This is an optimization exercise on Yosys and OpenROAD, whose aim is small area, a short achievable clock period and few clock cycles, not a production implementation.
Function was checked by simulation only, so behaviour that the tests miss may differ from the original.
Power is estimated from default activity; no workload was simulated.

==> design/flow/design.v <==
module bk_add #(parameter int W = 40) (
    input  logic [W-1:0] a,
    input  logic [W-1:0] b,
    input  logic         ci,
    output logic [W-1:0] y,
    output logic         co
);
    localparam int L = (W < 2) ? 1 : (W < 4) ? 2 : (W < 8) ? 3 : (W < 16) ? 4 : (W < 32) ? 5 : (W < 64) ? 6 : 7;   
    logic [W:0] g [0:2*L];
    logic [W:0] p [0:2*L];
    always_comb begin
        g[0] = {a & b, ci};
        p[0] = {a ^ b, 1'b0};
        for (int l = 0; l < L; l++) begin
            g[l+1] = g[l];
            p[l+1] = p[l];
            for (int i = (2 << l) - 1; i <= W; i += (2 << l)) begin
                g[l+1][i] = g[l][i] | (p[l][i] & g[l][i - (1 << l)]);
                p[l+1][i] = p[l][i] & p[l][i - (1 << l)];
            end
        end
        for (int l = L - 2; l >= 0; l--) begin
            g[2*L-1-l] = g[2*L-2-l];
            p[2*L-1-l] = p[2*L-2-l];
            for (int i = (3 << l) - 1; i <= W; i += (2 << l)) begin
                g[2*L-1-l][i] = g[2*L-2-l][i] | (p[2*L-2-l][i] & g[2*L-2-l][i - (1 << l)]);
                p[2*L-1-l][i] = p[2*L-2-l][i] & p[2*L-2-l][i - (1 << l)];
            end
        end
        for (int i = 0; i < W; i++) y[i] = p[0][i+1] ^ g[2*L-1][i];
        co = g[2*L-1][W];
    end
endmodule
module inc_late #(parameter int W = 24) (
    input  logic [W-1:0] a,
    input  logic         ci,
    output logic [W-1:0] y
);
    logic [W-1:0] ones;    
    always_comb begin
        ones[0] = 1'b1;
        for (int i = 1; i < W; i++) ones[i] = ones[i-1] & a[i-1];
        y = a ^ (ones & {W{ci}});
    end
endmodule
module day03p2_top (
    input  logic        clk_i,
    input  logic        rst_ni,
    input  logic [3:0]  digit_i,
    input  logic        eol_i,
    output logic [63:0] result_o,
    output logic        ready_o
);
logic [11:0][3:0] s_q, s_d;
logic [11:0]      s_en;
logic [39:0] lo_q;        
logic [23:0] hi_q, hi_d;  
logic [3:0]  d_q;         
logic        busy_q;      
logic        flush_q;     
logic [10:0] mb_q;        
logic        tg_q;        
logic        fin_q;       
logic        hold_q;      
logic        done_q;      
logic [3:0]  add_q;       
logic        c_q;         
logic        dig, conv, nxt11;
logic [10:0] ms;
logic [11:1] lt, moved;
logic [9:0]  ma;
logic [47:0] r;
logic [39:0] a, b, y;
logic        co;
logic [3:0]  top;
logic [39:0] sum;
assign r     = s_q;
assign dig   = d_q != 4'd0;
assign conv  = busy_q;
assign nxt11 = mb_q[10];    
always_comb begin
    for (int i = 1; i < 12; i++) lt[i] = s_q[i] < s_q[i-1];
    moved[11] = lt[11];
    for (int i = 10; i >= 1; i--) moved[i] = moved[i+1] | lt[i];
    top = tg_q ? s_q[11] : 4'd0;
    for (int i = 0; i < 10; i++) ma[i] = mb_q[i] | add_q[0];
    for (int i = 0; i < 11; i++) ms[i] = mb_q[i] | done_q;
    for (int j = 0; j < 40; j++) begin
        a[j] = r[j] & ma[j/4];
        if (j >= 2) b[j] = (r[j-2] & mb_q[(j-2)/4]) | (lo_q[j] & add_q[1 + j/14]);
    end
    b[1] = top[2] | top[3] | (lo_q[1] & add_q[1]);
    b[0] = top[1] | top[3] | (lo_q[0] & add_q[1]);
end
bk_add #(.W(40)) u_add (.a(a), .b(b), .ci(top[3]), .y(y), .co(co));
assign sum = {y[38:0], top[0]};
inc_late #(.W(24)) u_inc (.a(hi_q), .ci(c_q), .y(hi_d));
always_comb begin
    s_d[0] = conv ? sum[3:0] : d_q;
    for (int i = 1; i < 12; i++)
        s_d[i] = (i < 10 ? sum[4*i +: 4] : 4'd0) | (ms[i-1] ? 4'd0 : s_q[i-1]);
    s_en[0] = (conv & ~hold_q) | (dig & (moved[1] | (d_q > s_q[0])));
    for (int i = 1; i < 12; i++) s_en[i] = (conv & ~hold_q) | (dig & moved[i]);
end
always_ff @(posedge clk_i or negedge rst_ni) begin
    if (!rst_ni) begin
        hi_q    <= 24'd0;
        busy_q  <= 1'b1;
        flush_q <= 1'b1;
        mb_q    <= 11'd0;
        done_q  <= 1'b0;
        tg_q    <= 1'b1;
        fin_q   <= 1'b0;
        hold_q  <= 1'b0;
        add_q   <= 4'd0;
        c_q     <= 1'b0;
    end else begin
        hi_q   <= hi_d;
        fin_q  <= nxt11;
        hold_q <= nxt11;
        add_q  <= {4{nxt11 & ~flush_q}};
        c_q    <= add_q[0] & co;
        tg_q   <= ~(nxt11 | fin_q);
        done_q <= fin_q;
        mb_q   <= (conv & ~nxt11 & ~fin_q & ~done_q) ? {mb_q[9:0], 1'b1} : 11'd0;
        if (conv) begin
            busy_q <= ~done_q;
            if (done_q) flush_q <= 1'b0;
        end else begin
            busy_q <= eol_i;
        end
    end
end
always_ff @(posedge clk_i) begin
    d_q  <= (busy_q | eol_i) ? 4'd0 : digit_i;
    if (fin_q) lo_q <= y;
    for (int i = 0; i < 12; i++) if (s_en[i]) s_q[i] <= s_d[i];
end
assign result_o = {hi_q, lo_q};
assign ready_o  = ~busy_q;
endmodule
==> design/flow/run.sh <==
#!/bin/bash
# synth_recipe.tcl (not shown) runs the flow's synth.tcl, then flattens the netlist and writes it again
# the make line also repeats each setting of config.mk as NAME=value (left out here)
make -C /OpenROAD-flow-scripts/flow DESIGN_CONFIG=/design/flow/config.mk WORK_HOME=/design/flow/orfs CLKGATE_MAP_FILE= SYNTH_SCRIPT=/design/flow/synth_recipe.tcl finish
==> design/flow/config.mk <==
export PLATFORM = sky130hd
export DESIGN_NAME = day03p2_top
export DESIGN_NICKNAME = day03p2_top
export VERILOG_FILES = /design/flow/design.v
export SDC_FILE = /design/flow/constraint.sdc
export NUM_CORES = 4
export LEC_CHECK = 0
export CAP_MARGIN = 20
export CORE_MARGIN = 2
export CORE_UTILIZATION = 40
export CTS_BUF_LIST = sky130_fd_sc_hd__clkbuf_4 sky130_fd_sc_hd__clkbuf_8
export CTS_CLUSTER_DIAMETER = 100
export CTS_CLUSTER_SIZE = 30
export SETUP_SLACK_MARGIN = 4.75
export SLEW_MARGIN = 20
==> design/flow/constraint.sdc <==
create_clock -name core_clock -period 8.0 [get_ports {clk_i}]
set_input_delay 1.6000 -clock core_clock [delete_from_list [all_inputs] [get_ports {clk_i}]]
set_output_delay 1.6000 -clock core_clock [all_outputs]
set_load 0.01 [all_outputs]
==> run notes, run 1 <==
status=finished clean; vias=6058; worst-path fanout max=6; ys async rst share=31.3%; Mean Syn Cell Area=10.7 um^2; Core Area=20300 um^2; CTS sink cnt=134; H-tree levels=4; clk latency of the worst-skew pair=0.47 ns; fin cells=1169; Hold Fails Final Rpt=0; number of flops mapped to enable cells by yosys=88; vias in the first global route=6202; Initial Utilization=41.0%; vias per cell=5.18; clk slew on worst S/H paths=0.09 ns; clk_skew=0.0146 ns; Combinational Power Share=56.5%; top cell type's share of synthesized area=31.8%; layout cells sized above 1=19.1%; CP endpoint kind=flip-flop; LEAKAGE=4.77 nW; Design Power=0.00491 W; most frequent cells in the layout=100 x inv_1, 88 x edfxtp_1, 70 x clkdlybuf4s50_1, 62 x nand2_1, 62 x ha_1; height of the die=148 um; All-Layer GR Usage=19.0%; DRT Pass-1 Iters=5; iteration-0 DRC count of the detailed router=384; area grow syn2layout=27.2%; CP cell instances=buf_6 > buf_8 > a22o_4 > ha_4 > nand4_1 > o211ai_1 > a22oi_2 > a31oi_2 > nor2b_2 > o21bai_1 > inv_1 > fa_2 > xnor2_2 > a21o_1; Crit Path Class=reg2reg; Internal=0.00283 W; wire per inst=17.2 um; # DRC=0; post-layout minimum cycle time=3.38 ns; sw power=0.00208 W; commonest non-fill, non-tap cell in the layout=inv_1; Final nets=990; number of buffers added on ports=71; first-pass GRT wire length=32800 um; Slowest-stage cell, CP=dfrtp_4; Net Count, Synth=881; remaining antenna violation count=0; row count=52; cell count after synthesis=777; sw frac=42.4%; ANT cells=0; Yosys cell types=56; CTS tree=done; Area contributors post-synth=edfxtp_1 32%, dfrtp_1 12%, ha_1 12%; Startpoint Class=flip-flop; Synth warnings=5; Yosys reg bits=134; Top Ports=72; final WL=20100 um; Placer Congestion=0.792; sequential area share after synthesis=45.4%; worst-margin pin slew=0.969 ns; die area=22000 um^2; area leader, netlist=edfxtp_1; VDD IR-drop max=251 uV; Die X=148 um; Fin Setup TNS=0 ns; RSZ-0062 raised after global routing=yes; Max-Cap Viols=0; CP required=8.22 ns; worst path arrival time=3.61 ns; share of power burned in the clock network=12.1%; P per Cell Area=464 nW/um^2; grt total ovfl=0; Primary FF master, synth=edfxtp_1; largest net degree at the start of global routing=44; initial antenna violation count=0; clk root buf=clkbuf_8; CTS buffer count=17; max_slew headroom=35.4%; post-synth design cell area=8320 um^2; Detailed Place HPWL=13600 um; Hold Crit Class=reg2reg; largest stage delay on the critical path=0.51 ns; Max Clk Rate=296 MHz; Max Transition Viols Final=0; final-report setup violation count=0; sequential power share=31.5%; Placed Cells=1101; CTS max path bufs=2; fin crit share=42.3%
[final cells by class]
class	instances	area, um^2
Sequential cell	134	3780
Multi-Input combinational cell	519	4570
Timing Repair Buffer	110	1090
Clock buffer	17	234
Tap cell	270	338
Fill cell	1822	9720
Clock inverter	15	165
Inverter	104	390
[worst max-delay path, delay by kind of cell, from the launching register on]
family          cells  cell delay [ns]
xor+xnor            1             0.15
simple gates        2             0.18
buf+inv             3             0.38
compound gates      6             1.22
flops               1             0.51
fa+ha+maj           2             0.68
[synth_stat cells (2+ instances only)]
master,number
a221oi_1,2
a21boi_0,2
nand4_1,8
edfxtp_1,88
ha_1,77
xnor2_1,32
dfrtp_1,39
nand2b_1,14
nor2_1,48
mux2_2,2
nor3_1,9
a22oi_1,3
nand2_1,65
and2_1,14
clkbuf_1,17
or2_2,2
and4_1,3
a31oi_1,4
and3_4,3
nor3b_1,3
a22o_1,37
nor4_4,2
nand3_2,2
a21oi_1,23
fa_1,20
o21bai_1,6
inv_1,104
o21ai_0,29
o21a_1,4
and3_1,3
dfxtp_1,4
xor2_1,11
nor2b_1,16
nand3_1,8
a211o_1,7
dfstp_2,3
and2_2,2
a21o_1,43
[power by group through the flow]
| stage | clock network [W] | registers (W) | logic [W] |
|---|---|---|---|
| 2_1_floorplan | 0 | 0.00142 | 0.00162 |
| 3_3_place_gp | 0 | 0.00155 | 0.00217 |
| 3_5_place_dp | 0 | 0.00154 | 0.00219 |
| 4_1_cts | 0.000610 | 0.00153 | 0.00263 |
| 5_1_grt | 0.000636 | 0.00158 | 0.00308 |
| 6_report | 0.000592 | 0.00154 | 0.00277 |
[layer usage]
layer	global-route usage (%)	up-vias	wire length (um)
met5	0	-	0
met4	6.24	0	252
met3	3.56	25	756
met2	30.8	118	9500
met1	26.0	2974	9620
li1	-	2941	-
[worst paths after layout]
path                           from       end  slack, ns  cells past startpoint
max                        add_q[0]   s_q[29]       4.62                     14
min                        hi_q[23]  hi_q[23]       0.47                      1
max reg2reg                add_q[0]   s_q[29]       4.62                     14
min reg2reg                hi_q[23]  hi_q[23]       0.47                      1
max in group asynchronous    rst_ni  add_q[0]       6.00                      1
min in group asynchronous    rst_ni   hi_q[8]       1.27                      1
[sequential cells by signal, summed over array words and instances, names as in the netlist, 4 cells and up]
| signal | flops |
|---|---|
| d_q | 4 |
| hi_q | 24 |
| lo_q | 40 |
| mb_q | 11 |
| s_q | 48 |
[kinds of logic after synthesis]
logic type	count (synthesis)	share of synthesized area [%]
simple gates	207	13.0
fa+ha+maj	97	16.4
mux	2	0.271
xor+xnor	43	4.53
buf+inv	124	5.66
flops	134	45.4
compound gates	170	14.7
[timing repair]
item / CTS / global route
hold buffers: 0 / 0
pin swaps: 31 / 18
gates cloned: 2 / 0
setup endpoints to repair: 48 / 39
buffers inserted: 27 / 7
resized for setup: 87 / 27
[per-stage QoR]
step | setup WS [ns] | utilization (%) | instance area, um^2 | hold WS, ns
6_report | 4.62 | 52.1 | 10600 | 0.469
3_5_place_dp | 4.12 | 45.8 | 9310 | 0.461
4_1_cts | 4.65 | 51.3 | 10400 | 0.477
5_1_grt | 4.51 | 52.1 | 10600 | 0.498
3_3_place_gp | 4.17 | 45.8 | 9310 | 0.460
2_1_floorplan | 4.74 | - | 8320 | 0.463
Testbench counts, summed over its fixed seeds: cycles 55,312.
==> inputs of run 2 (changes only) <==
--- a/design/flow/config.mk
+++ b/design/flow/config.mk
@@ -9,7 +9,7 @@
 export CORE_MARGIN = 2
 export CORE_UTILIZATION = 40
 export CTS_BUF_LIST = sky130_fd_sc_hd__clkbuf_4 sky130_fd_sc_hd__clkbuf_8
-export CTS_CLUSTER_DIAMETER = 100
-export CTS_CLUSTER_SIZE = 30
-export SETUP_SLACK_MARGIN = 4.75
+export CTS_CLUSTER_DIAMETER = 150
+export CTS_CLUSTER_SIZE = 50
+export SETUP_SLACK_MARGIN = 4.5
 export SLEW_MARGIN = 20
==> run 2 against run 1 <==
Compared with the run above: total power down 9.2%; still clean; sequential power is essentially flat; largest power group unchanged; cell area fell by 5.7%.
==> run notes, run 2 <==
status=finished clean; layout cells sized above 1=11.1% (-8.0 points); ys async rst share=31.3% (unchanged); remaining antenna violation count=0 (unchanged); Reg with most FFs=s_q; CTS buffer count=17 (unchanged); CTS max path bufs=2 (unchanged); iteration-0 DRC count of the detailed router=312 (-19%); H-tree levels=4 (unchanged); area leader, netlist=edfxtp_1; vias in the first global route=5913 (-4.7%); ANT cells=0 (unchanged); number of flops mapped to enable cells by yosys=88 (unchanged); Max-Cap Viols=0 (unchanged); Primary FF master, synth=edfxtp_1; number of buffers added on ports=71 (unchanged); RSZ-0062 raised after global routing=yes; Crit Path Class=reg2reg; CP required=8.23 ns (about the same); post-layout minimum cycle time=3.36 ns (-0.0225 ns); most common cell in the netlist=inv_1; Die X=148 um (unchanged); Fin Setup TNS=0 ns (unchanged); setup ws final=4.64 ns (+0.0225 ns); Max Clk Rate=298 MHz (+0.67%); VDD IR-drop max=204 uV (-19%); Mean Syn Cell Area=10.7 um^2 (unchanged); design area=9980 um^2 (-5.7%); Core Area=20300 um^2 (unchanged); cell count after synthesis=777 (unchanged); final-report setup violation count=0 (unchanged); max FFs per register=48 (unchanged); worst path arrival time=3.59 ns (-0.02 ns); fin crit share=42.0% (-0.28 points); LEAKAGE=4.54 nW (-4.8%); worst-path fanout max=7 (+1); Hold Crit Class=reg2reg; initial antenna violation count=0 (unchanged); clk latency of the worst-skew pair=0.47 ns (about the same); Worst Hold Slack=0.477 ns (+0.00795 ns); Final nets=963 (-2.7%); Initial Utilization=41.0% (unchanged); Placer Congestion=0.771 (-2.7%); most frequent cells in the layout=104 x inv_1, 88 x edfxtp_1, 70 x ha_1, 70 x clkdlybuf4s50_1, 65 x nand2_1; final WL=19400 um (-3.8%); sequential area share after synthesis=45.4% (unchanged); max_slew headroom=33.2% (-2.2 points); Net Count, Synth=881 (unchanged); cts hold-fix bufs=0 (unchanged); Post-synth top cells=104 x inv_1, 88 x edfxtp_1, 77 x ha_1; vias=5897 (-2.7%); Top Ports=72 (unchanged); Synth warnings=5 (unchanged); # DRC=0 (unchanged); All-Layer GR Usage=18.0% (-1.0 points); grt total ovfl=0 (unchanged); DRT Pass-1 Iters=5 (unchanged); height of the die=148 um (unchanged); clk_skew=0.0125 ns (-0.00214 ns); largest net degree at the start of global routing=44 (unchanged); clk slew on worst S/H paths=0.09 ns (about the same); vias per cell=5.16 (-0.36%); area grow syn2layout=20.0%; Startpoint Class=flip-flop; Yosys reg bits=134 (unchanged); fin cells=1142 (-2.3%); CTS sink cnt=134 (unchanged); Yosys cell types=56 (unchanged); clk root buf=clkbuf_8; Detailed Place HPWL=13800 um (+1.2%); commonest non-fill, non-tap cell in the layout=inv_1; area post-placement=9300 um^2 (about the same); pre-CTS WS=4.10 ns (-0.0164 ns); worst-margin pin slew=1.00 ns (+0.0334 ns); post-synth design cell area=8320 um^2 (unchanged); Area contributors post-synth=edfxtp_1 32%, dfrtp_1 12%, ha_1 12%; top flop regs=s_q x48, lo_q x40, hi_q x24; wire per inst=17.0 um (-1.5%); first-pass GRT wire length=31200 um (-4.7%); CTS tree=done; CP endpoint kind=flip-flop; Hold Fails Final Rpt=0 (unchanged); row count=52 (unchanged); Max Transition Viols Final=0 (unchanged); top cell type's share of synthesized area=31.8% (unchanged); P per Cell Area=447 nW/um^2 (-3.7%); die area=22000 um^2 (unchanged); Placed Cells=1100 (-0.091%)
## run 2: cell counts after synthesis
No cell type changed its count.
## run 2: critical path, cell delays in order, from the launching register on
cell      delay, ns
dfrtp_4        0.54
buf_4          0.20
o21ai_4        0.15
inv_1          0.09
ha_4           0.28
nand4_1        0.08
o211ai_1       0.30
a22oi_2        0.16
a31oi_2        0.25
nor2b_2        0.08
o21bai_1       0.20
a31oi_1        0.13
fa_2           0.36
xnor2_1        0.14
a21o_1         0.16
## run 2: cell families (layout without fill, tap and decap cells)
kind of cell | count (synthesis) | after routing | share of synthesized area, %
AO/OA/AOI/OAI | 170 | 170 | 14.7
XOR/XNOR | 43 | 43 | 4.53
adder cells (fa/ha/maj) | 97 | 97 | 16.4
buffers and inverters | 124 | 219 | 5.66
flip-flops | 134 | 134 | 45.4
multiplexers | 2 | 2 | 0.271
AND/OR/NAND/NOR | 207 | 207 | 13.0
## run 2: what timing repair did
item / in CTS / in global routing
setup buffers: 1 / 8
gates resized for setup: 11 / 43
pin swaps: 2 / 15
gates cloned: 0 / 1
setup endpoints to repair: 37 / 27
## run 2: layer usage
layer	vias up	share of wire, %	track usage, %	wire (um)
met4	0	1.5	5.29	281
met2	119	48	29.1	9270
met1	2871	47	24.6	9130
met5	-	0	0	0
met3	22	3.6	3.74	692
li1	2885	-	-	-
## run 2: final timing paths
check / from / cells past startpoint / endpoint / slack, ns
worst min register to register: hi_q[23] / 1 / hi_q[23] / 0.48
worst max register to register: add_q[0] / 14 / s_q[31] / 4.64
worst min-delay path: hi_q[23] / 1 / hi_q[23] / 0.48
max in group asynchronous: rst_ni / 1 / add_q[0] / 5.99
worst max-delay path: add_q[0] / 14 / s_q[31] / 4.64
min in group asynchronous: rst_ni / 1 / hi_q[8] / 1.27
## run 2: power by group
group          total [W]  switching (W)  internal [W]
logic            0.00234        0.00127       0.00108
clock network   0.000547       0.000320      0.000228
registers        0.00157       0.000344       0.00122
## run 2: area by class of cell
class	count	area (um^2)
fillers	1921	10300
multi-input cells	519	4260
flip-flops and latches	134	3780
repair buffers	83	833
inverters	104	390
well taps	270	338
clock buffers	17	234
clock inverters	15	133
## run 2: per-stage QoR
step                      total power (W)  utilization (%)
after CTS                         0.00433             47.8
after floorplan                   0.00304                -
after global placement            0.00371             45.8
after detailed placement          0.00374             45.8
final                             0.00446             49.1
after global routing              0.00486             49.1
==> inputs of run 3 (changes only) <==
==> design/flow/flow/run.sh (new file) <==
#!/bin/bash
set -euo pipefail
export BUFFER_PORTS_ARGS="-buffer_cell sky130_fd_sc_hd__buf_2"
bash standard.sh finish > standard_flow.log 2>&1
==> design/flow/standard.sh (new file) <==
#!/bin/bash
# synth_recipe.tcl (not shown) runs the flow's synth.tcl, then flattens the netlist and writes it again
# the make line also repeats each setting of config.mk as NAME=value (left out here)
make -C /OpenROAD-flow-scripts/flow DESIGN_CONFIG=/design/flow/config.mk WORK_HOME=/design/flow/orfs CLKGATE_MAP_FILE= SYNTH_SCRIPT=/design/flow/synth_recipe.tcl "${@:-finish}"
--- a/design/flow/config.mk
+++ b/design/flow/config.mk
@@ -9,7 +9,7 @@
 export CORE_MARGIN = 2
 export CORE_UTILIZATION = 40
 export CTS_BUF_LIST = sky130_fd_sc_hd__clkbuf_4 sky130_fd_sc_hd__clkbuf_8
-export CTS_CLUSTER_DIAMETER = 150
-export CTS_CLUSTER_SIZE = 50
+export CTS_CLUSTER_DIAMETER = 100
+export CTS_CLUSTER_SIZE = 30
 export SETUP_SLACK_MARGIN = 4.5
 export SLEW_MARGIN = 20
removed: design/flow/run.sh
==> run 3 against run 2 <==
Compared with the run above: still clean on timing, DRC and antenna; synthesized cell count stayed put; die area stayed put; sequential cell count stayed put; sequential share of layout area is 0.41 points higher; clock power is 11% higher; via count is 0.22% higher; first-iteration DRC count is 11% lower; sequential power hardly changed; worst hold slack worse by 0.00054 ns; area after synthesis stayed put; critical path depth is 1 lower; maximum frequency is 1.8% lower.
==> run notes, run 3 <==
status=finished clean; RSZ-0062 raised after global routing=yes; worst r2r src=add_q[0]; H-tree levels=4 (unchanged); fin cells=1147 (+0.44%); Simple-Gate Fraction of Synth Area=13.0% (unchanged); area leader, netlist=edfxtp_1; cts hold-fix bufs=0 (unchanged); Post-synth top cells=104 x inv_1, 88 x edfxtp_1, 77 x ha_1; clk slew on worst S/H paths=0.09 ns (about the same); final-report setup violation count=0 (unchanged); first-pass GRT wire length=30300 um (-3.1%); worst path arrival time=3.64 ns (+0.05 ns); vias in the first global route=5742 (-2.9%); number of buffers added on ports=71 (unchanged); Max Transition Viols Final=0 (unchanged); FILL cells=1861 (-3.1%); Hold Crit Class=reg2reg; Startpoint Class=flip-flop; Hold Path Cell Cnt=1 (unchanged); vias per cell=5.15 (-0.22%); clk_skew=0.0124 ns (-0.000106 ns); largest family of logic cells by synthesized area=adder cells; area grow syn2layout=18.6%; share of power burned in the clock network=13.3% (+1.0 points); max FFs per register=48 (unchanged); Reg with most FFs=s_q; # DRC=0 (unchanged); multiplexer area fraction after synthesis=0.271% (unchanged); Synth warnings=5 (unchanged); Placer Congestion=0.818 (+6.1%); hold path start=hi_q[23]; Yosys reg bits=134 (unchanged); layout cells sized above 1=21.3% (+10 points); vias=5910 (+0.22%); clk latency of the worst-skew pair=0.45 ns (-0.02 ns); most frequent cells in the layout=104 x inv_1, 88 x edfxtp_1, 72 x buf_2, 66 x ha_1, 64 x nand2_1; CTS sink cnt=134 (unchanged); Compound-Gate Fraction of Synth Area=14.7% (unchanged); grt total ovfl=0 (unchanged); most common cell in the netlist=inv_1; sequential power share=33.5% (-1.6 points); largest net degree at the start of global routing=45 (+2.3%); Area contributors post-synth=edfxtp_1 32%, dfrtp_1 12%, ha_1 12%; commonest non-fill, non-tap cell in the layout=inv_1; Max Clk Rate=292 MHz (-1.8%); DRT met1 WL=9400 um (+3.0%); final WL=19500 um (+0.67%); All-Layer GR Usage=17.6% (-0.44 points); remaining antenna violation count=0 (unchanged); crit path launch=add_q[0]; sw power=0.00196 W (+1.6%); number of flops mapped to enable cells by yosys=88 (unchanged); CTS max path bufs=2 (unchanged); ANT cells=0 (unchanged); Primary FF master, synth=edfxtp_1; sw frac=42.7% (-0.62 points); P per Cell Area=466 nW/um^2 (+4.2%); Hold Fails Final Rpt=0 (unchanged); XOR/XNOR Fraction of Synth Area=4.53% (unchanged); max_slew headroom=35.8% (+2.6 points); DR WL met3=814 um (+18%); R2R Setup Slk=4.58 ns (-0.06 ns); adder-cell share of the synthesized area=16.4% (unchanged); top flop regs=s_q x48, lo_q x40, hi_q x24; CP endpoint kind=flip-flop; Max-Cap Viols=0 (unchanged); post-synth design cell area=8320 um^2 (unchanged); Top Ports=72 (unchanged); post-layout minimum cycle time=3.42 ns (+0.0608 ns); clk root buf=clkbuf_8; DRT Pass-1 Iters=5 (unchanged); Fin Setup TNS=0 ns (unchanged); met2 routed WL=9110 um (-1.7%); VDD IR-drop max=294 uV (+44%); top cell type's share of synthesized area=31.8% (unchanged); uppermost layer routed=met4; Net Count, Synth=881 (unchanged); Yosys cell types=56 (unchanged); Core Area=20300 um^2 (unchanged); Die X=148 um (unchanged); ys async rst share=31.3% (unchanged); CTS buffer count=17 (unchanged); Initial Utilization=41.0% (unchanged); LEAKAGE=4.67 nW (+2.9%); die area=22000 um^2 (unchanged); Final nets=968 (+0.52%); Combinational Power Share=53.2% (+0.6 points); row count=52 (unchanged); cell count after synthesis=777 (unchanged); height of the die=148 um (unchanged); fin crit share=42.8% (+0.76 points); worst-margin pin slew=0.963 ns (-0.0397 ns); worst-path fanout max=6 (-1); hold worst-path end=hi_q[23]; R2R depth=13 (-1); initial antenna violation count=0 (unchanged); reg-to-reg endpoint=s_q[31]; CP required=8.22 ns (about the same); Internal=0.00263 W (+4.2%); Placed Cells=1101 (+0.091%); Mean Syn Cell Area=10.7 um^2 (unchanged); CTS tree=done; Crit Path Class=reg2reg; Detailed Place HPWL=13600 um (-1.4%); sequential area share after synthesis=45.4% (unchanged); iteration-0 DRC count of the detailed router=278 (-11%); wire per inst=17.0 um (+0.23%); Design Power=0.00459 W (+3.1%)
-- run 3: cell types whose count changed in the layout (fill, tap and decap cells not counted), sizes merged --
cell           delta
buf              +74
bufinv            +3
clkbuf            +2
clkdlybuf4s50    -70
clkinv            +2
clkinvlp          -1
inv               -5
-- run 3: metrics by stage --
| stage | cell area [um^2] | setup slack, ns | utilization [%] | hold slack, ns |
|---|---|---|---|---|
| 3_5_place_dp | 8950 | 4.13 | 44.1 | 0.471 |
| 5_1_grt | 9860 | 4.43 | 48.6 | 0.501 |
| 2_1_floorplan | 8320 | 4.68 | - | 0.463 |
| 4_1_cts | 9430 | 4.51 | 46.5 | 0.487 |
| 3_3_place_gp | 8950 | 4.20 | 44.1 | 0.455 |
| 6_report | 9860 | 4.58 | 48.6 | 0.477 |
-- run 3: power by group through the flow --
stage / Sequential [W] / Clock (W) / Combinational [W]
6_report: 0.00154 / 0.000609 / 0.00244
5_1_grt: 0.00157 / 0.000653 / 0.00274
3_5_place_dp: 0.00155 / 0 / 0.00213
2_1_floorplan: 0.00142 / 0 / 0.00162
3_3_place_gp: 0.00155 / 0 / 0.00211
4_1_cts: 0.00153 / 0.000627 / 0.00220
-- run 3: how the worst max path moves through the flow --
stage,end
after floorplan,s_q[31]
after global placement,s_q[31]
after detailed placement,s_q[31]
after CTS,s_q[31]
after global routing,s_q[31]
final,s_q[31]
-- run 3: cells by family after synthesis --
group | count (synthesis)
flip-flops | 134
buffers and inverters | 124
AO/OA/AOI/OAI | 170
XOR/XNOR | 43
adder cells (fa/ha/maj) | 97
multiplexers | 2
AND/OR/NAND/NOR | 207
-- run 3: final cells by class --
class	instances	area (um^2)	share of cell area (%)
multi-input combinational	519	4390	44.5
timing repair buffer	88	544	5.52
inverter	104	390	3.96
sequential	134	3780	38.3
tap	270	338	3.42
clock inverter	14	171	1.74
clock buffer	18	248	2.51
-- run 3: critical path, stage by stage (launching register included) --
cell and delay (ns):
dfrtp_4 0.53, buf_2 0.21, a22o_1 0.25, ha_4 0.32, nand4_1 0.10, o211ai_1 0.29, a22oi_2 0.16, a31oi_2 0.24
nor2b_2 0.09, o21bai_1 0.18, a31oi_1 0.13, fa_2 0.36, xnor2_1 0.16, a21o_1 0.16
-- run 3: routing by layer --
metal,vias to the layer above,GRT usage [%]
met5,-,0
met4,0,4.14
met3,15,3.53
met2,135,28.3
met1,2873,24.6
li1,2887,-
-- run 3: repair_timing --
item,4_1_cts,5_1_grt
resized for setup,11,60
pin swaps,2,16
setup buffers,3,8
cloned,0,2
setup endpoints to repair,35,30
==> inputs of run 4 (changes only) <==
==> design/flow/flow/run.sh (replaced) <==
#!/bin/bash
set -euo pipefail
export BUFFER_PORTS_ARGS="-buffer_cell sky130_fd_sc_hd__buf_1"
bash standard.sh finish > standard_flow.log 2>&1
==> run 4 against run 3 <==
Compared with the run above: cell count shrank 0.35%; sequential share of layout area grew 1.0 points; wire length shrank 2.3%; die area is the same.
==> run notes, run 4 <==
remaining antenna violation count=0 (unchanged); final WL=19100 um (-2.3%); area grow syn2layout=15.5%; hold path start=hi_q[23]; number of flops mapped to enable cells by yosys=88 (unchanged); iteration-0 DRC count of the detailed router=412 (+48%); worst-margin pin slew=0.926 ns (-0.0371 ns); vias=5894 (-0.27%); Top Ports=72 (unchanged); clk slew on worst S/H paths=0.09 ns (about the same); Area contributors post-synth=edfxtp_1 32%, dfrtp_1 12%, ha_1 12%; clk_skew=0.0176 ns (+0.00526 ns); Internal=0.00251 W (-4.5%); ys async rst share=31.3% (unchanged); grt total ovfl=0 (unchanged); XOR/XNOR Fraction of Synth Area=4.53% (unchanged); Net Count, Synth=881 (unchanged); worst path arrival time=3.60 ns (-0.04 ns); H-tree levels=4 (unchanged); sw frac=43.9% (+1.1 points); layout cells sized above 1=11.7% (-9.6 points); Detailed Place HPWL=13400 um (-1.0%); worst path bufs/invs=1 (unchanged); die area=22000 um^2 (unchanged); VDD IR-drop max=241 uV (-18%); row count=52 (unchanged); # DRC=0 (unchanged); Final nets=964 (-0.41%); Hold Fails Final Rpt=0 (unchanged); area post-placement=8870 um^2 (-0.89%); sequential power share=34.2% (+0.7 points); top cell type's share of synthesized area=31.8% (unchanged); Primary FF master, synth=edfxtp_1; CTS max path bufs=2 (unchanged); CP endpoint kind=flip-flop; Hold Crit Class=reg2reg; Combinational Power Share=52.8% (-0.4 points); commonest non-fill, non-tap cell in the layout=inv_1; Max Transition Viols Final=0 (unchanged); largest stage delay on the critical path=0.46 ns (-0.07 ns); P per Cell Area=466 nW/um^2 (about the same); worst-path fanout max=34 (+28); clk latency of the worst-skew pair=0.47 ns (+0.02 ns); sw power=0.00196 W (about the same); clk root buf=clkbuf_8; CP cell instances=buf_12 > nor2_2 > nor2_1 > ha_1 > nand4_1 > nor2_2 > nand4b_1 > a31oi_2 > nor2b_2 > o21bai_1 > a31oi_1 > fa_1 > xnor2_1 > a21o_1; Initial Utilization=41.0% (unchanged); setup ws final=4.63 ns (+0.0497 ns); reg-to-reg endpoint=s_q[31]; Compound-Gate Fraction of Synth Area=14.7% (unchanged); initial antenna violation count=1 (+1); Fin Setup TNS=0 ns (unchanged); most frequent cells in the layout=104 x inv_1, 88 x edfxtp_1, 70 x ha_1, 70 x buf_1, 65 x nand2_1; R2R Setup Slk=4.63 ns (+0.05 ns); hold worst-path end=hi_q[23]; largest net degree at the start of global routing=69 (+53%); cell count after synthesis=777 (unchanged); adder-cell share of the synthesized area=16.4% (unchanged); Placer Congestion=0.801 (-2.1%); R2R depth=14 (+1); Die X=148 um (unchanged); Mean Syn Cell Area=10.7 um^2 (unchanged); CP required=8.23 ns (about the same); LEAKAGE=4.38 nW (-6.2%); vias per cell=5.16 (about the same); CP delay by family, top=simple AND/OR/NAND/NOR gates; pre-CTS WS=4.27 ns (+0.148 ns); ANT cells=0 (unchanged); Max Clk Rate=297 MHz (+1.5%); top flop regs=s_q x48, lo_q x40, hi_q x24; sequential area share after synthesis=45.4% (unchanged); height of the die=148 um (unchanged); first-pass GRT wire length=30500 um (+0.91%); max FFs per register=48 (unchanged); CTS tree=done; wire per inst=16.7 um (-2.0%); Synth warnings=5 (unchanged); Yosys cell types=56 (unchanged); Yosys reg bits=134 (unchanged); Reg with most FFs=s_q; Core Area=20300 um^2 (unchanged); area leader, netlist=edfxtp_1; worst r2r src=add_q[0]; Post-synth top cells=104 x inv_1, 88 x edfxtp_1, 77 x ha_1; All-Layer GR Usage=17.6% (+0.020 points); post-layout minimum cycle time=3.37 ns (-0.0497 ns); RSZ-0062 raised after global routing=yes; Startpoint Class=flip-flop; Crit Path Class=reg2reg; Hold Path Cell Cnt=1 (unchanged); Slowest-stage cell, CP=dfrtp_2; design area=9600 um^2 (-2.7%); most common cell in the netlist=inv_1; post-synth design cell area=8320 um^2 (unchanged); Max-Cap Viols=0 (unchanged); cts hold-fix bufs=0 (unchanged); max_slew headroom=38.3% (+2.5 points); fin crit share=42.1% (-0.62 points); Simple-Gate Fraction of Synth Area=13.0% (unchanged); CTS buffer count=17 (unchanged); most used cell, CP=nor2_2; number of buffers added on ports=71 (unchanged); Util after Layout=47.3% (-1.3 points); share of power burned in the clock network=13.0% (-0.3 points); final-report setup violation count=0 (unchanged); multiplexer area fraction after synthesis=0.271% (unchanged); status=finished clean; DRT Pass-1 Iters=4 (-1); largest family of logic cells by synthesized area=adder cells; vias in the first global route=5907 (+2.9%); CTS sink cnt=134 (unchanged)
==> run 4: cell types whose count changed in the layout (fill, tap and decap cells not counted), sizes merged <==
cell	change
inv	+7
clkbuf	-2
bufinv	-2
buf	-3
clkinv	-4
==> run 4: cell type report <==
class | instances | area, um^2
Inverter | 104 | 390
Tap cell | 270 | 338
Clock buffer | 17 | 234
Clock inverter | 15 | 158
Fill cell | 1929 | 10700
Timing Repair Buffer | 84 | 402
Sequential cell | 134 | 3780
Multi-Input combinational cell | 519 | 4300
==> run 4: worst max path at each step <==
stage          cells past startpoint      from       to  slack (ns)
3_5_place_dp                      14  add_q[0]  s_q[35]        4.27
2_1_floorplan                     15  add_q[0]  s_q[31]        4.68
6_report                          14  add_q[0]  s_q[31]        4.63
5_1_grt                           14  add_q[0]  s_q[31]        4.49
4_1_cts                           14  add_q[0]  s_q[31]        4.52
3_3_place_gp                      14  add_q[0]  s_q[35]        4.33
==> run 4: per-stage QoR <==
| stage | hold WS, ns | instances | total power, W |
|---|---|---|---|
| after floorplan | 0.463 | 777 | 0.00304 |
| after global placement | 0.459 | 1102 | 0.00364 |
| after detailed placement | 0.474 | 1102 | 0.00366 |
| after CTS | 0.487 | 1134 | 0.00428 |
| after global routing | 0.503 | 1143 | 0.00488 |
| final | 0.483 | 1143 | 0.00447 |
==> run 4: what timing repair did <==
action                     CTS  global route
gates cloned                 0             2
pin swaps                    0            15
gates resized for setup      7            46
setup endpoints to repair   29            24
buffers inserted             0             7
==> run 4: per-layer routing <==
metal / vias up / global-route usage (%) / wire length [um]
met4: 0 / 4.48 / 235
met5: - / 0 / 0
met1: 2861 / 24.9 / 9220
li1: 2882 / - / -
met3: 22 / 3.74 / 828
met2: 129 / 27.7 / 8760
==> run 4: power by group through the flow <==
stage          Sequential (W)  Combinational, W  Clock, W
4_1_cts               0.00151           0.00216  0.000599
3_3_place_gp          0.00153           0.00211         0
5_1_grt               0.00157           0.00268  0.000629
6_report              0.00153           0.00236  0.000581
2_1_floorplan         0.00142           0.00162         0
3_5_place_dp          0.00153           0.00213         0
==> run 4: logic make-up after synthesis <==
group / Yosys count
DFF: 134
muxes: 2
xor gates and xnor gates: 43
AOI/OAI and AO/OA: 170
and+or+nand+nor: 207
adders and majority gates: 97
buffers and inverters: 124
==> inputs of run 5 (changes only) <==
--- a/design/flow/config.mk
+++ b/design/flow/config.mk
@@ -11,5 +11,5 @@
 export CTS_BUF_LIST = sky130_fd_sc_hd__clkbuf_4 sky130_fd_sc_hd__clkbuf_8
 export CTS_CLUSTER_DIAMETER = 100
 export CTS_CLUSTER_SIZE = 30
-export SETUP_SLACK_MARGIN = 4.5
+export SETUP_SLACK_MARGIN = 5
 export SLEW_MARGIN = 20
==> run 5 against run 4 <==
Compared with the run above: die area stayed put; cell area is 5.4% higher; combinational power increased by 8%; first-iteration DRC count shrank 32%; total power rose by 4.5%; sequential cell count did not move; clock power decreased by 1%; largest cell class unchanged.
==> run notes, run 5 <==
status=finished clean; max_slew headroom=30.7% (-7.6 points); post-synth design cell area=8320 um^2 (unchanged); number of flops mapped to enable cells by yosys=88 (unchanged); Design Power=0.00468 W (+4.5%); worst-path fanout max=20 (-41%); grt total ovfl=0 (unchanged); CP endpoint kind=flip-flop; final WL=19300 um (+1.1%); CTS buffer count=17 (unchanged); final-report setup violation count=0 (unchanged); most common cell in the netlist=inv_1; Worst Hold Slack=0.474 ns (-0.00949 ns); height of the die=148 um (unchanged); All-Layer GR Usage=17.9% (+0.26 points); clk_skew=0.0159 ns (-0.00171 ns); GRT met1 Usage=24.3% (-0.65 points); Net Count, Synth=881 (unchanged); worst-margin pin slew=1.03 ns (+0.106 ns); CP required=8.34 ns (+0.11 ns); CTS sink cnt=134 (unchanged); design area=10100 um^2 (+5.4%); vias per cell=5.13 (-0.60%); Hold Crit Class=reg2reg; Fin Setup TNS=0 ns (unchanged); Reg with most FFs=s_q; die area=22000 um^2 (unchanged); top flop regs=s_q x48, lo_q x40, hi_q x24; multi-input logic area=4640 um^2 (+7.9%); ANT cells=0 (unchanged); Synth warnings=5 (unchanged); Initial Utilization=41.0% (unchanged); RSZ-0062 raised after global routing=yes; CP delay by family, top=compound AO/OA/AOI/OAI gates; area leader, netlist=edfxtp_1; remaining antenna violation count=0 (unchanged); iteration-0 DRC count of the detailed router=279 (-32%); fin crit share=41.7% (-0.46 points); Primary FF master, synth=edfxtp_1; Area contributors post-synth=edfxtp_1 32%, dfrtp_1 12%, ha_1 12%; commonest non-fill, non-tap cell in the layout=inv_1; clk slew on worst S/H paths=0.09 ns (about the same); number of buffers added on ports=71 (unchanged); clk latency of the worst-skew pair=0.47 ns (about the same); initial antenna violation count=0 (-1); VDD IR-drop max=230 uV (-4.6%); Crit Path Class=reg2reg; vias in the first global route=5915 (+0.14%); FF/Latch Area=3780 um^2 (about the same); row count=52 (unchanged); top cell type's share of synthesized area=31.8% (unchanged); busiest layer in global routing=met2; largest stage delay on the critical path=0.54 ns (+0.08 ns); sequential area share after synthesis=45.4% (unchanged); Slowest-stage cell, CP=dfrtp_4; wire per inst=16.6 um (-0.34%); ys async rst share=31.3% (unchanged); FILL cells=1896 (-1.7%); Startpoint Class=flip-flop; clk root buf=clkbuf_8; most frequent cells in the layout=103 x inv_1, 88 x edfxtp_1, 70 x buf_1, 62 x nand2_1, 61 x ha_1; Post-synth top cells=104 x inv_1, 88 x edfxtp_1, 77 x ha_1; layout cells sized above 1=19.0% (+7.3 points); area grow syn2layout=21.7%; met2 Track Usage GR=29.2% (+1.5 points); area post-placement=9000 um^2 (+1.5%); worst path bufs/invs=3 (+2); max FFs per register=48 (unchanged); worst path arrival time=3.68 ns (+0.08 ns); Hold Fails Final Rpt=0 (unchanged); CP cell instances=buf_4 > bufbuf_16 > a22o_1 > ha_1 > nand2_2 > o21ai_2 > a221oi_2 > o21ai_4 > a22oi_2 > a31o_2 > o21a_1 > fa_1 > inv_1; P per Cell Area=462 nW/um^2 (-0.78%); H-tree levels=4 (unchanged); Die X=148 um (unchanged); Yosys cell types=56 (unchanged); LEAKAGE=4.56 nW (+3.9%); Max Transition Viols Final=0 (unchanged); post-layout minimum cycle time=3.34 ns (-0.0365 ns); # DRC=0 (unchanged); Core Area=20300 um^2 (unchanged); vias=5946 (+0.88%); DRT Pass-1 Iters=5 (+1); Max Clk Rate=300 MHz (+1.1%); Yosys reg bits=134 (unchanged); largest net degree at the start of global routing=44 (-36%); Top Ports=72 (unchanged); Max-Cap Viols=0 (unchanged); cell count after synthesis=777 (unchanged); CTS tree=done; first-pass GRT wire length=30800 um (+0.79%); Placer Congestion=0.808 (+0.94%); Detailed Place HPWL=13700 um (+2.0%); Mean Syn Cell Area=10.7 um^2 (unchanged); Final nets=981 (+1.8%); CTS max path bufs=2 (unchanged); met3 usage=3.28% (-0.46 points)
[run 5: kinds of logic (layout without fill, tap and decap cells)]
group	Yosys count	count (layout)	synth area share, %
multiplexers	2	2	0.271
buffers and inverters	124	237	5.66
XOR/XNOR	43	43	4.53
adder cells (fa/ha/maj)	97	97	16.4
AND/OR/NAND/NOR	207	207	13.0
AO/OA/AOI/OAI	170	170	14.7
flip-flops	134	134	45.4
[run 5: final cells by class]
| type | instances | share of cell area [%] |
|---|---|---|
| multi-input combinational | 519 | 45.9 |
| sequential | 134 | 37.4 |
| timing repair buffer | 101 | 5.49 |
| inverter | 104 | 3.86 |
| tap | 270 | 3.34 |
| clock buffer | 17 | 2.31 |
| clock inverter | 15 | 1.73 |
[run 5: worst paths after layout]
| check | start | end | slack, ns | cells after the start |
|---|---|---|---|---|
| max | add_q[0] | lo_q[39] | 4.66 | 13 |
| min | hi_q[23] | hi_q[23] | 0.47 | 1 |
| max reg2reg | add_q[0] | lo_q[39] | 4.66 | 13 |
| min reg2reg | hi_q[23] | hi_q[23] | 0.47 | 1 |
| max in group asynchronous | rst_ni | add_q[0] | 6.39 | 2 |
| min in group asynchronous | rst_ni | hi_q[6] | 1.19 | 2 |
[run 5: repair_timing]
item                       CTS  global route
cloned                       1             1
gates resized for setup     44            50
hold buffers                 0             0
setup endpoints to repair   82            70
buffers inserted            12            13
pin swaps                   19            17
[run 5: report_power, final]
group | switching (W) | internal, W
clock | 0.000335 | 0.000240
sequential | 0.000332 | 0.00122
combinational | 0.00138 | 0.00117
total | 0.00205 | 0.00263
[run 5: through the flow]
step / std cells / utilization, % / worst slack [ns]
after floorplan: 777 / - / 4.91
after global placement: 1101 / 44.4 / 4.06
after detailed placement: 1101 / 44.4 / 3.96
after CTS: 1146 / 47.8 / 4.69
after global routing: 1160 / 49.8 / 4.55
final: 1160 / 49.8 / 4.66
[run 5: per-layer routing]
metal / share of wire, % / routed length, um
met5: 0 / 0
met4: 1.7 / 323
met3: 3.5 / 667
met2: 48 / 9160
met1: 47 / 9120
==> inputs of run 6 (changes only) <==
--- a/design/flow/config.mk
+++ b/design/flow/config.mk
@@ -11,5 +11,5 @@
 export CTS_BUF_LIST = sky130_fd_sc_hd__clkbuf_4 sky130_fd_sc_hd__clkbuf_8
 export CTS_CLUSTER_DIAMETER = 100
 export CTS_CLUSTER_SIZE = 30
-export SETUP_SLACK_MARGIN = 5
+export SETUP_SLACK_MARGIN = 4
 export SLEW_MARGIN = 20
==> run 6 against run 5 <==
Compared with the run above: still clean on timing, DRC and antenna; count of clock-buffer cells in the layout is the same; wire length shrank 5.0%; critical endpoint is now s_q[31]; non-clock buffer count shrank 26; sequential share of layout area grew 3.4 points.
==> run notes, run 6 <==
fin crit share=45.6% (+3.9 points); LEAKAGE=4.32 nW (-5.3%); Mean Syn Cell Area=10.7 um^2 (unchanged); area leader, netlist=edfxtp_1; clk slew on worst S/H paths=0.09 ns (about the same); cell count after synthesis=777 (unchanged); FILL cells=1969 (+3.9%); VDD IR-drop max=220 uV (-4.3%); number of buffers added on ports=71 (unchanged); largest stage delay on the critical path=0.40 ns (-0.14 ns); max FFs per register=48 (unchanged); height of the die=148 um (unchanged); Post-CTS Setup Bufs=0 (-12); Hold Fails Final Rpt=0 (unchanged); worst-margin pin slew=0.951 ns (-0.0805 ns); # DRC=0 (unchanged); Placer Congestion=0.801 (-0.93%); CP required=8.23 ns (-0.11 ns); DRT Pass-1 Iters=5 (unchanged); clk root buf=clkbuf_8; Crit Path Class=reg2reg; Net Count, Synth=881 (unchanged); worst r2r src=add_q[0]; top flop regs=s_q x48, lo_q x40, hi_q x24; grt total ovfl=0 (unchanged); sequential power share=35.7% (+2.5 points); post-synth design cell area=8320 um^2 (unchanged); H-tree levels=4 (unchanged); Fin Setup TNS=0 ns (unchanged); die area=22000 um^2 (unchanged); area grow syn2layout=11.5%; Internal=0.00238 W (-9.4%); worst path arrival time=3.87 ns (+0.19 ns); Max Clk Rate=274 MHz (-8.6%); clk latency of the worst-skew pair=0.47 ns (about the same); wire per inst=16.1 um (-2.8%); vias=5793 (-2.6%); P per Cell Area=458 nW/um^2 (-1.0%); final-report setup violation count=0 (unchanged); Detailed Place HPWL=13400 um (-2.0%); first-pass GRT wire length=30500 um (-0.78%); CP cell instances=buf_6 > o21ai_0 > inv_1 > ha_1 > nand4_1 > o211ai_1 > a22oi_1 > a31oi_1 > nor2b_1 > o21bai_1 > a31oi_1 > fa_1 > xnor2_1 > a21o_1; Hold Crit Class=reg2reg; row count=52 (unchanged); Util after Layout=45.7% (-4.2 points); initial antenna violation count=1 (+1); hold path start=hi_q[23]; Post-synth top cells=104 x inv_1, 88 x edfxtp_1, 77 x ha_1; largest family of logic cells by synthesized area=adder cells; Slowest-stage cell, CP=dfrtp_2; Design Power=0.00424 W (-9.3%); design area=9270 um^2 (-8.4%); Primary FF master, synth=edfxtp_1; status=finished clean; ys async rst share=31.3% (unchanged); Top Ports=72 (unchanged); vias in the first global route=5907 (-0.14%); reg-to-reg endpoint=s_q[31]; CTS buffer count=17 (unchanged); Max Transition Viols Final=0 (unchanged); CP endpoint kind=flip-flop; Hold Path Cell Cnt=1 (unchanged); Synth warnings=5 (unchanged); most frequent cells in the layout=104 x inv_1, 88 x edfxtp_1, 77 x ha_1, 70 x buf_1, 65 x nand2_1; Yosys cell types=56 (unchanged); CTS sink cnt=134 (unchanged); post-layout minimum cycle time=3.65 ns (+0.312 ns); ANT cells=0 (unchanged); Initial Utilization=41.0% (unchanged); Max-Cap Viols=0 (unchanged); worst path bufs/invs=2 (-1); CTS tree=done; Startpoint Class=flip-flop; number of flops mapped to enable cells by yosys=88 (unchanged); sequential area share after synthesis=45.4% (unchanged); commonest non-fill, non-tap cell in the layout=inv_1; XOR/XNOR Fraction of Synth Area=4.53% (unchanged); CTS max path bufs=2 (unchanged); R2R depth=14 (+1); Area contributors post-synth=edfxtp_1 32%, dfrtp_1 12%, ha_1 12%; iteration-0 DRC count of the detailed router=376 (+35%); top cell type's share of synthesized area=31.8% (unchanged); hold worst-path end=hi_q[23]; adder-cell share of the synthesized area=16.4% (unchanged); CP delay by family, top=compound AO/OA/AOI/OAI gates; Final nets=955 (-2.7%); Core Area=20300 um^2 (unchanged); Combinational Power Share=50.6% (-3.9 points); most common cell in the netlist=inv_1; clk_skew=0.0169 ns (+0.00104 ns); RSZ-0062 raised after global routing=no; vias per cell=5.11 (-0.34%); Simple-Gate Fraction of Synth Area=13.0% (unchanged); largest net degree at the start of global routing=69 (+57%); final WL=18300 um (-5.0%); All-Layer GR Usage=17.6% (-0.26 points); Die X=148 um (unchanged); area post-placement=8870 um^2 (-1.4%); sw frac=43.8% (+0.084 points); sw power=0.00186 W (-9.1%); layout cells sized above 1=7.18% (-12 points); multiplexer area fraction after synthesis=0.271% (unchanged); most used cell, CP=a31oi_1; Yosys reg bits=134 (unchanged); worst-path fanout max=68 (+240%); remaining antenna violation count=0 (unchanged); Reg with most FFs=s_q; R2R Setup Slk=4.35 ns (-0.31 ns); max_slew headroom=36.6% (+5.9 points); Compound-Gate Fraction of Synth Area=14.7% (unchanged); share of power burned in the clock network=13.7% (+1.4 points)
[run 6: changes by cell type in the layout (fill, tap and decap cells not counted), moves of 10 or more]
cell	previous run	this run
buf_4	25	4
ha_1	61	77
ha_4	16	0
o21ai_0	13	29
nor2_1	38	48
[run 6: routing by layer]
metal,part of all wire [%],GRT usage [%],up-vias,wire [um]
met2,45,27.7,120,8300
met4,1.2,4.48,0,222
li1,-,-,2860,-
met1,49,24.9,2794,9000
met5,0,0,-,0
met3,4.3,3.74,19,793
[run 6: how the worst max path moves through the flow]
| stage | from | end | slack [ns] | cells past startpoint |
|---|---|---|---|---|
| after global routing | add_q[0] | s_q[31] | 4.04 | 14 |
| final | add_q[0] | s_q[31] | 4.35 | 14 |
| after global placement | add_q[0] | s_q[35] | 4.33 | 14 |
| after CTS | add_q[0] | s_q[31] | 4.24 | 14 |
| after floorplan | add_q[0] | s_q[31] | 4.68 | 15 |
| after detailed placement | add_q[0] | s_q[35] | 4.27 | 14 |
[run 6: power by group through the flow]
stage | Clock (W) | Sequential, W | Combinational (W)
3_3_place_gp | 0 | 0.00153 | 0.00211
5_1_grt | 0.000629 | 0.00155 | 0.00247
4_1_cts | 0.000599 | 0.00151 | 0.00216
3_5_place_dp | 0 | 0.00153 | 0.00213
6_report | 0.000581 | 0.00151 | 0.00215
2_1_floorplan | 0 | 0.00142 | 0.00162
[run 6: cell type report]
type	instances	area [um^2]	area share, %
Clock inverter	15	158	1.70
Inverter	104	390	4.21
Tap cell	270	338	3.64
Clock buffer	17	234	2.52
Sequential cell	134	3780	40.8
Timing Repair Buffer	75	304	3.28
Multi-Input combinational cell	519	4070	43.9
[run 6: repair_timing]
| item | 4_1_cts | 5_1_grt |
|---|---|---|
| gates resized for setup | 0 | 1 |
| setup endpoints to repair | 0 | 8 |
| hold buffers | 0 | 0 |
[run 6: kinds of logic (layout without fill, tap and decap cells)]
kind of cell               Yosys count  count (layout)
muxes                                2               2
buffers and inverters              124             211
xor gates and xnor gates            43              43
and+or+nand+nor                    207             207
AOI/OAI and AO/OA                  170             170
DFF                                134             134
adders and majority gates           97              97
[run 6: stage by stage]
step                hold WS, ns  setup WS [ns]  instances
floorplan                 0.463           4.68        777
global route              0.503           4.04       1134
CTS                       0.487           4.24       1134
finish                    0.483           4.35       1134
global placement          0.459           4.33       1102
detailed placement        0.474           4.27       1102
==> inputs of run 7 (changes only) <==
--- a/design/flow/config.mk
+++ b/design/flow/config.mk
@@ -11,5 +11,5 @@
 export CTS_BUF_LIST = sky130_fd_sc_hd__clkbuf_4 sky130_fd_sc_hd__clkbuf_8
 export CTS_CLUSTER_DIAMETER = 100
 export CTS_CLUSTER_SIZE = 30
-export SETUP_SLACK_MARGIN = 4
+export SETUP_SLACK_MARGIN = 3.75
 export SLEW_MARGIN = 20
==> run 7 against run 6 <==
Compared with the run above: cell area is essentially flat; critical path depth is the same; clock power is essentially flat; worst hold slack is the same; cell count is the same; sequential cell count is the same; utilization is essentially flat.
==> run notes, run 7 <==
Compound-Gate Fraction of Synth Area=14.7% (unchanged); CTS buffer count=17 (unchanged); Net Count, Synth=881 (unchanged); vias per cell=5.11 (about the same); cts hold-fix bufs=0 (unchanged); Yosys cell types=56 (unchanged); Area contributors post-synth=edfxtp_1 32%, dfrtp_1 12%, ha_1 12%; Worst Hold Slack=0.483 ns (unchanged); Final nets=955 (unchanged); remaining antenna violation count=0 (unchanged); Slowest-stage cell, CP=o21ai_0; reg-to-reg endpoint=s_q[31]; max FFs per register=48 (unchanged); hold worst-path end=hi_q[23]; worst path arrival time=3.97 ns (+0.10 ns); R2R depth=14 (unchanged); layout cells sized above 1=7.18% (unchanged); multiplexer area fraction after synthesis=0.271% (unchanged); Yosys reg bits=134 (unchanged); height of the die=148 um (unchanged); Placer Congestion=0.801 (unchanged); Initial Utilization=41.0% (unchanged); Hold Fails Final Rpt=0 (unchanged); Die X=148 um (unchanged); LEAKAGE=4.32 nW (about the same); initial antenna violation count=1 (unchanged); CP required=8.23 ns (about the same); Max Transition Viols Final=0 (unchanged); uppermost layer routed=met4; commonest non-fill, non-tap cell in the layout=inv_1; met2 routed WL=8290 um (about the same); All-Layer GR Usage=17.6% (unchanged); CTS sink cnt=134 (unchanged); Fin Setup TNS=0 ns (unchanged); adder-cell share of the synthesized area=16.4% (unchanged); most common cell in the netlist=inv_1; die area=22000 um^2 (unchanged); Synth warnings=5 (unchanged); Gates resized, CTS repair=0 (unchanged); CP cell instances=buf_4 > o21ai_0 > inv_1 > ha_1 > nand4_1 > o211ai_1 > a22oi_1 > a31oi_1 > nor2b_1 > o21bai_1 > a31oi_1 > fa_1 > xnor2_1 > a21o_1; Mean Syn Cell Area=10.7 um^2 (unchanged); Reg with most FFs=s_q; area leader, netlist=edfxtp_1; final-report setup violation count=0 (unchanged); DRT met1 WL=9000 um (about the same); fin cells=1134 (unchanged); number of buffers added on ports=71 (unchanged); largest family of logic cells by synthesized area=adder cells; Post-CTS Setup Bufs=0 (unchanged); Hold Crit Class=reg2reg; row count=52 (unchanged); clk_skew=0.0169 ns (-0.000000500 ns); max_slew headroom=36.6% (about the same); Primary FF master, synth=edfxtp_1; status=finished clean; Detailed Place HPWL=13400 um (unchanged); Core Area=20300 um^2 (unchanged); worst r2r src=add_q[0]; DR WL met3=793 um (unchanged); Max-Cap Viols=0 (unchanged); worst-path fanout max=68 (unchanged); H-tree levels=4 (unchanged); most used cell, CP=a31oi_1; cell count after synthesis=777 (unchanged); CTS max path bufs=2 (unchanged); ANT cells=0 (unchanged); sequential area share after synthesis=45.4% (unchanged); Max Clk Rate=267 MHz (-2.7%); CTS tree=done; DRT Pass-1 Iters=5 (unchanged); XOR/XNOR Fraction of Synth Area=4.53% (unchanged); grt total ovfl=0 (unchanged); Post-synth top cells=104 x inv_1, 88 x edfxtp_1, 77 x ha_1; area grow syn2layout=11.4% (about the same); largest net degree at the start of global routing=69 (unchanged); clk latency of the worst-skew pair=0.47 ns (about the same); Simple-Gate Fraction of Synth Area=13.0% (unchanged); fin crit share=46.8% (+1.3 points); post-layout minimum cycle time=3.75 ns (+0.100 ns); worst-margin pin slew=0.951 ns (+0.000126 ns); clk root buf=clkbuf_8; # DRC=0 (unchanged); ys async rst share=31.3% (unchanged); FILL cells=1970 (+0.051%); top flop regs=s_q x48, lo_q x40, hi_q x24; clk slew on worst S/H paths=0.09 ns (about the same); vias in the first global route=5907 (unchanged); number of flops mapped to enable cells by yosys=88 (unchanged); P per Cell Area=458 nW/um^2 (about the same); most frequent cells in the layout=104 x inv_1, 88 x edfxtp_1, 77 x ha_1, 70 x buf_1, 65 x nand2_1; first-pass GRT wire length=30500 um (unchanged); largest stage delay on the critical path=0.42 ns (+0.02 ns); iteration-0 DRC count of the detailed router=375 (-0.27%); CP endpoint kind=flip-flop; R2R Setup Slk=4.25 ns (-0.10 ns); VDD IR-drop max=220 uV (about the same); Placed Cells=1102 (unchanged); Hold Path Cell Cnt=1 (unchanged); Crit Path Class=reg2reg; wire per inst=16.1 um (about the same); RSZ-0062 raised after global routing=no; final WL=18300 um (about the same); Startpoint Class=flip-flop; vias=5792 (-0.017%); Top Ports=72 (unchanged); post-synth design cell area=8320 um^2 (unchanged); top cell type's share of synthesized area=31.8% (unchanged); hold path start=hi_q[23]
## run 7: cell counts after synthesis
No cell type changed its count.
## run 7: worst max path at each step
stage | to | from | slack [ns] | depth (start not counted)
floorplan | s_q[31] | add_q[0] | 4.68 | 15
global placement | s_q[35] | add_q[0] | 4.33 | 14
detailed placement | s_q[35] | add_q[0] | 4.27 | 14
CTS | s_q[31] | add_q[0] | 4.24 | 14
global route | s_q[35] | add_q[0] | 3.88 | 14
finish | s_q[31] | add_q[0] | 4.25 | 14
## run 7: area by class of cell
class	instances	area (um^2)	area share (%)
inverters	104	390	4.21
clock buffers	17	234	2.52
clock inverters	15	158	1.70
multi-input cells	519	4070	43.9
flip-flops and latches	134	3780	40.8
repair buffers	75	300	3.24
well taps	270	338	3.64
## run 7: per-stage QoR
step / total power [W] / area (um^2) / util, % / setup WS, ns
final: 0.00424 / 9270 / 45.7 / 4.25
after global routing: 0.00465 / 9270 / 45.7 / 3.88
after CTS: 0.00427 / 9270 / 45.6 / 4.24
after detailed placement: 0.00366 / 8870 / 43.7 / 4.27
after global placement: 0.00364 / 8870 / 43.7 / 4.33
after floorplan: 0.00304 / 8320 / - / 4.68
## run 7: critical path, delay by kind of cell, from the launching register on
| family | cells | cell delay, ns |
|---|---|---|
| xor+xnor | 1 | 0.15 |
| flops | 1 | 0.39 |
| simple gates | 2 | 0.22 |
| compound gates | 7 | 1.58 |
| fa+ha+maj | 2 | 0.73 |
| buf+inv | 2 | 0.41 |
## run 7: logic make-up (layout without fill, tap and decap cells)
kind of cell	Yosys count	after routing
flip-flops	134	134
AO/OA/AOI/OAI	170	170
AND/OR/NAND/NOR	207	207
multiplexers	2	2
XOR/XNOR	43	43
buffers and inverters	124	211
adder cells (fa/ha/maj)	97	97
## run 7: power by group
| part | switching (W) | total, W | leakage, nW | internal, W |
|---|---|---|---|---|
| clock network | 0.000321 | 0.000581 | 0.205 | 0.000260 |
| registers | 0.000294 | 0.00151 | 1.45 | 0.00122 |
| logic | 0.00124 | 0.00215 | 2.66 | 0.000903 |
| total | 0.00186 | 0.00424 | 4.32 | 0.00238 |
## run 7: per-layer routing
metal  vias up  global-route usage (%)
met2       120                    27.7
li1       2859                       -
met5         -                       0
met1      2794                    24.9
met4         0                    4.48
met3        19                    3.74
==> inputs of run 8 (changes only) <==
--- a/design/flow/config.mk
+++ b/design/flow/config.mk
@@ -11,5 +11,5 @@
 export CTS_BUF_LIST = sky130_fd_sc_hd__clkbuf_4 sky130_fd_sc_hd__clkbuf_8
 export CTS_CLUSTER_DIAMETER = 100
 export CTS_CLUSTER_SIZE = 30
-export SETUP_SLACK_MARGIN = 3.75
+export SETUP_SLACK_MARGIN = 4.25
 export SLEW_MARGIN = 20
==> run 8 against run 7 <==
Compared with the run above: maximum frequency grew 9.1%; sequential share of layout area shrank 0.15 points; first-iteration DRC count grew 8.8%; cell count is the same; wire length grew 0.21%; sequential power is essentially flat; critical endpoint unchanged; largest cell class unchanged.
==> run notes, run 8 <==
Hold Crit Class=reg2reg; Final nets=955 (unchanged); iteration-0 DRC count of the detailed router=408 (+8.8%); max_slew headroom=36.2% (-0.36 points); Reg with most FFs=s_q; Max-Cap Viols=0 (unchanged); fin crit share=42.9% (-3.9 points); Max Clk Rate=291 MHz (+9.1%); Detailed Place HPWL=13400 um (unchanged); first-pass GRT wire length=30500 um (unchanged); final-report setup violation count=0 (unchanged); wire per inst=16.2 um (+0.21%); Post-synth top cells=104 x inv_1, 88 x edfxtp_1, 77 x ha_1; DRT Pass-1 Iters=5 (unchanged); CTS buffer count=17 (unchanged); VDD IR-drop max=224 uV (+1.5%); max FFs per register=48 (unchanged); die area=22000 um^2 (unchanged); status=finished clean; CTS max path bufs=2 (unchanged); CTS tree=done; clk latency of the worst-skew pair=0.47 ns (about the same); Crit Path Class=reg2reg; Initial Utilization=41.0% (unchanged); vias in the first global route=5907 (unchanged); post-layout minimum cycle time=3.43 ns (-0.313 ns); Startpoint Class=flip-flop; ANT cells=0 (unchanged); CP endpoint kind=flip-flop; layout cells sized above 1=7.87% (+0.69 points); number of flops mapped to enable cells by yosys=88 (unchanged); Yosys reg bits=134 (unchanged); commonest non-fill, non-tap cell in the layout=inv_1; Yosys cell types=56 (unchanged); worst-margin pin slew=0.957 ns (+0.00535 ns); clk_skew=0.0169 ns (-0.0000432 ns); area leader, netlist=edfxtp_1; top flop regs=s_q x48, lo_q x40, hi_q x24; RSZ-0062 raised after global routing=no; final WL=18400 um (+0.21%); area grow syn2layout=11.9%; Die X=148 um (unchanged); Top Ports=72 (unchanged); area post-placement=8870 um^2 (unchanged); CP required=8.23 ns (about the same); Post-CTS Setup Bufs=0 (unchanged); clk slew on worst S/H paths=0.09 ns (about the same); initial antenna violation count=1 (unchanged); ys async rst share=31.3% (unchanged); Max Transition Viols Final=0 (unchanged); Core Area=20300 um^2 (unchanged); remaining antenna violation count=0 (unchanged); Placer Congestion=0.801 (unchanged); worst-path fanout max=68 (unchanged); Area contributors post-synth=edfxtp_1 32%, dfrtp_1 12%, ha_1 12%; top cell type's share of synthesized area=31.8% (unchanged); largest net degree at the start of global routing=69 (unchanged); All-Layer GR Usage=17.6% (unchanged); sequential area share after synthesis=45.4% (unchanged); R2R Setup Slk=4.57 ns (+0.31 ns); CTS sink cnt=134 (unchanged); height of the die=148 um (unchanged); P per Cell Area=458 nW/um^2 (about the same); number of buffers added on ports=71 (unchanged); vias=5802 (+0.17%); post-synth design cell area=8320 um^2 (unchanged); LEAKAGE=4.33 nW (+0.25%); design area=9300 um^2 (+0.38%); most frequent cells in the layout=104 x inv_1, 88 x edfxtp_1, 77 x ha_1, 70 x buf_1, 65 x nand2_1; grt total ovfl=0 (unchanged); # DRC=0 (unchanged); Synth warnings=5 (unchanged); clk root buf=clkbuf_8; Mean Syn Cell Area=10.7 um^2 (unchanged); most common cell in the netlist=inv_1; worst path arrival time=3.66 ns (-0.31 ns); Primary FF master, synth=edfxtp_1; row count=52 (unchanged); Hold Fails Final Rpt=0 (unchanged); vias per cell=5.12 (+0.17%); Net Count, Synth=881 (unchanged); H-tree levels=4 (unchanged); Fin Setup TNS=0 ns (unchanged); cell count after synthesis=777 (unchanged)
-- run 8: report_power, final --
part,switching (W),internal (W),leakage [nW]
registers,0.000298,0.00122,1.45
logic,0.00125,0.000912,2.67
clock network,0.000321,0.000260,0.205
-- run 8: stage by stage --
step / util, % / total power [W] / cells / hold slack (ns) / setup WS (ns)
2_1_floorplan: - / 0.00304 / 777 / 0.463 / 4.68
3_3_place_gp: 43.7 / 0.00364 / 1102 / 0.459 / 4.33
3_5_place_dp: 43.7 / 0.00366 / 1102 / 0.474 / 4.27
4_1_cts: 45.6 / 0.00427 / 1134 / 0.487 / 4.26
5_1_grt: 45.8 / 0.00467 / 1134 / 0.503 / 4.31
6_report: 45.8 / 0.00426 / 1134 / 0.483 / 4.57
-- run 8: repair_timing --
| item | in CTS | in global routing |
|---|---|---|
| hold buffers | 0 | 0 |
| pin swaps | 0 | 1 |
| gates cloned | 0 | 0 |
| setup endpoints to repair | 1 | 34 |
| gates resized for setup | 1 | 14 |
-- run 8: final cells by class --
type	instances	area [um^2]
clock buffers	17	234
clock inverters	15	158
fillers	1971	11000
inverters	104	390
multi-input cells	519	4090
flip-flops and latches	134	3780
well taps	270	338
repair buffers	75	313
-- run 8: kinds of logic after synthesis --
logic type / after synthesis / share of synthesized area (%)
multiplexers: 2 / 0.271
buffers and inverters: 124 / 5.66
flip-flops: 134 / 45.4
AND/OR/NAND/NOR: 207 / 13.0
XOR/XNOR: 43 / 4.53
adder cells (fa/ha/maj): 97 / 16.4
AO/OA/AOI/OAI: 170 / 14.7
-- run 8: critical path: stages (launching register included) --
cell and delay [ns]:
dfrtp_2 0.42, buf_12 0.20, nor2_2 0.17, nor2b_1 0.07, ha_1 0.39, nand4_1 0.10, o211ai_1 0.28, a22oi_1 0.16
a31oi_1 0.29, nor2b_2 0.10, o21bai_1 0.17, a31oi_1 0.13, fa_1 0.39, xnor2_1 0.15, a21o_1 0.15
-- run 8: path summary, 6_finish.rpt --
kind                               start  endpoint  cells after the start
worst max-delay path            add_q[0]   s_q[31]                     14
worst min-delay path            hi_q[23]  hi_q[23]                      1
worst max register to register  add_q[0]   s_q[31]                     14
worst min register to register  hi_q[23]  hi_q[23]                      1
max in group asynchronous         rst_ni  add_q[0]                      1
min in group asynchronous         rst_ni   hi_q[9]                      1
-- run 8: layer usage --
layer,wire (um),track usage (%)
met5,0,0
met1,8920,24.9
met4,233,4.48
met2,8330,27.7
met3,865,3.74

[afterwards: timing with drivers on the ports]
In the flow no input, the clock included, has a driving cell. The finished layouts below were timed again as built, in two steps.
Step 1 sets driving cells, clkbuf_16 on the clock port and buf_2 on the other inputs (assumed; they add their load-dependent delay and slew).
Step 2 adds t to the input delays and takes it off the output delays; t is the mean of the earliest and latest rising clock arrival at the registers after step 1. Input paths then give back, and output paths get back, about the clock's delay inside the block.
Slacks: ideal ports / drivers / drivers and shift; pairs: ideal ports / drivers.
run | t (ns) | slack for setup (ns) | worst hold slack (ns) | worst register clock-pin slew, ns | pins driven straight from the clock port
run 1 | 0.502 | 4.617 / 4.617 / 4.617 | 0.469 / 0.469 / 0.469 | 0.09 / 0.09 | 1
run 2 | 0.497 | 4.639 / 4.639 / 4.639 | 0.477 / 0.477 / 0.477 | 0.10 / 0.10 | 1
run 3 | 0.488 | 4.578 / 4.578 / 4.578 | 0.477 / 0.477 / 0.477 | 0.09 / 0.09 | 1
run 4 | 0.498 | 4.628 / 4.628 / 4.628 | 0.483 / 0.483 / 0.483 | 0.10 / 0.10 | 1
run 5 | 0.502 | 4.665 / 4.665 / 4.665 | 0.474 / 0.474 / 0.474 | 0.10 / 0.10 | 1
run 6 | 0.497 | 4.353 / 4.353 / 4.353 | 0.483 / 0.483 / 0.483 | 0.10 / 0.10 | 1
run 7 | 0.497 | 4.252 / 4.252 / 4.252 | 0.483 / 0.483 / 0.483 | 0.10 / 0.10 | 1
run 8 | 0.498 | 4.565 / 4.565 / 4.565 | 0.483 / 0.483 / 0.483 | 0.10 / 0.10 | 1
After both steps setup and hold are still met in every run listed.
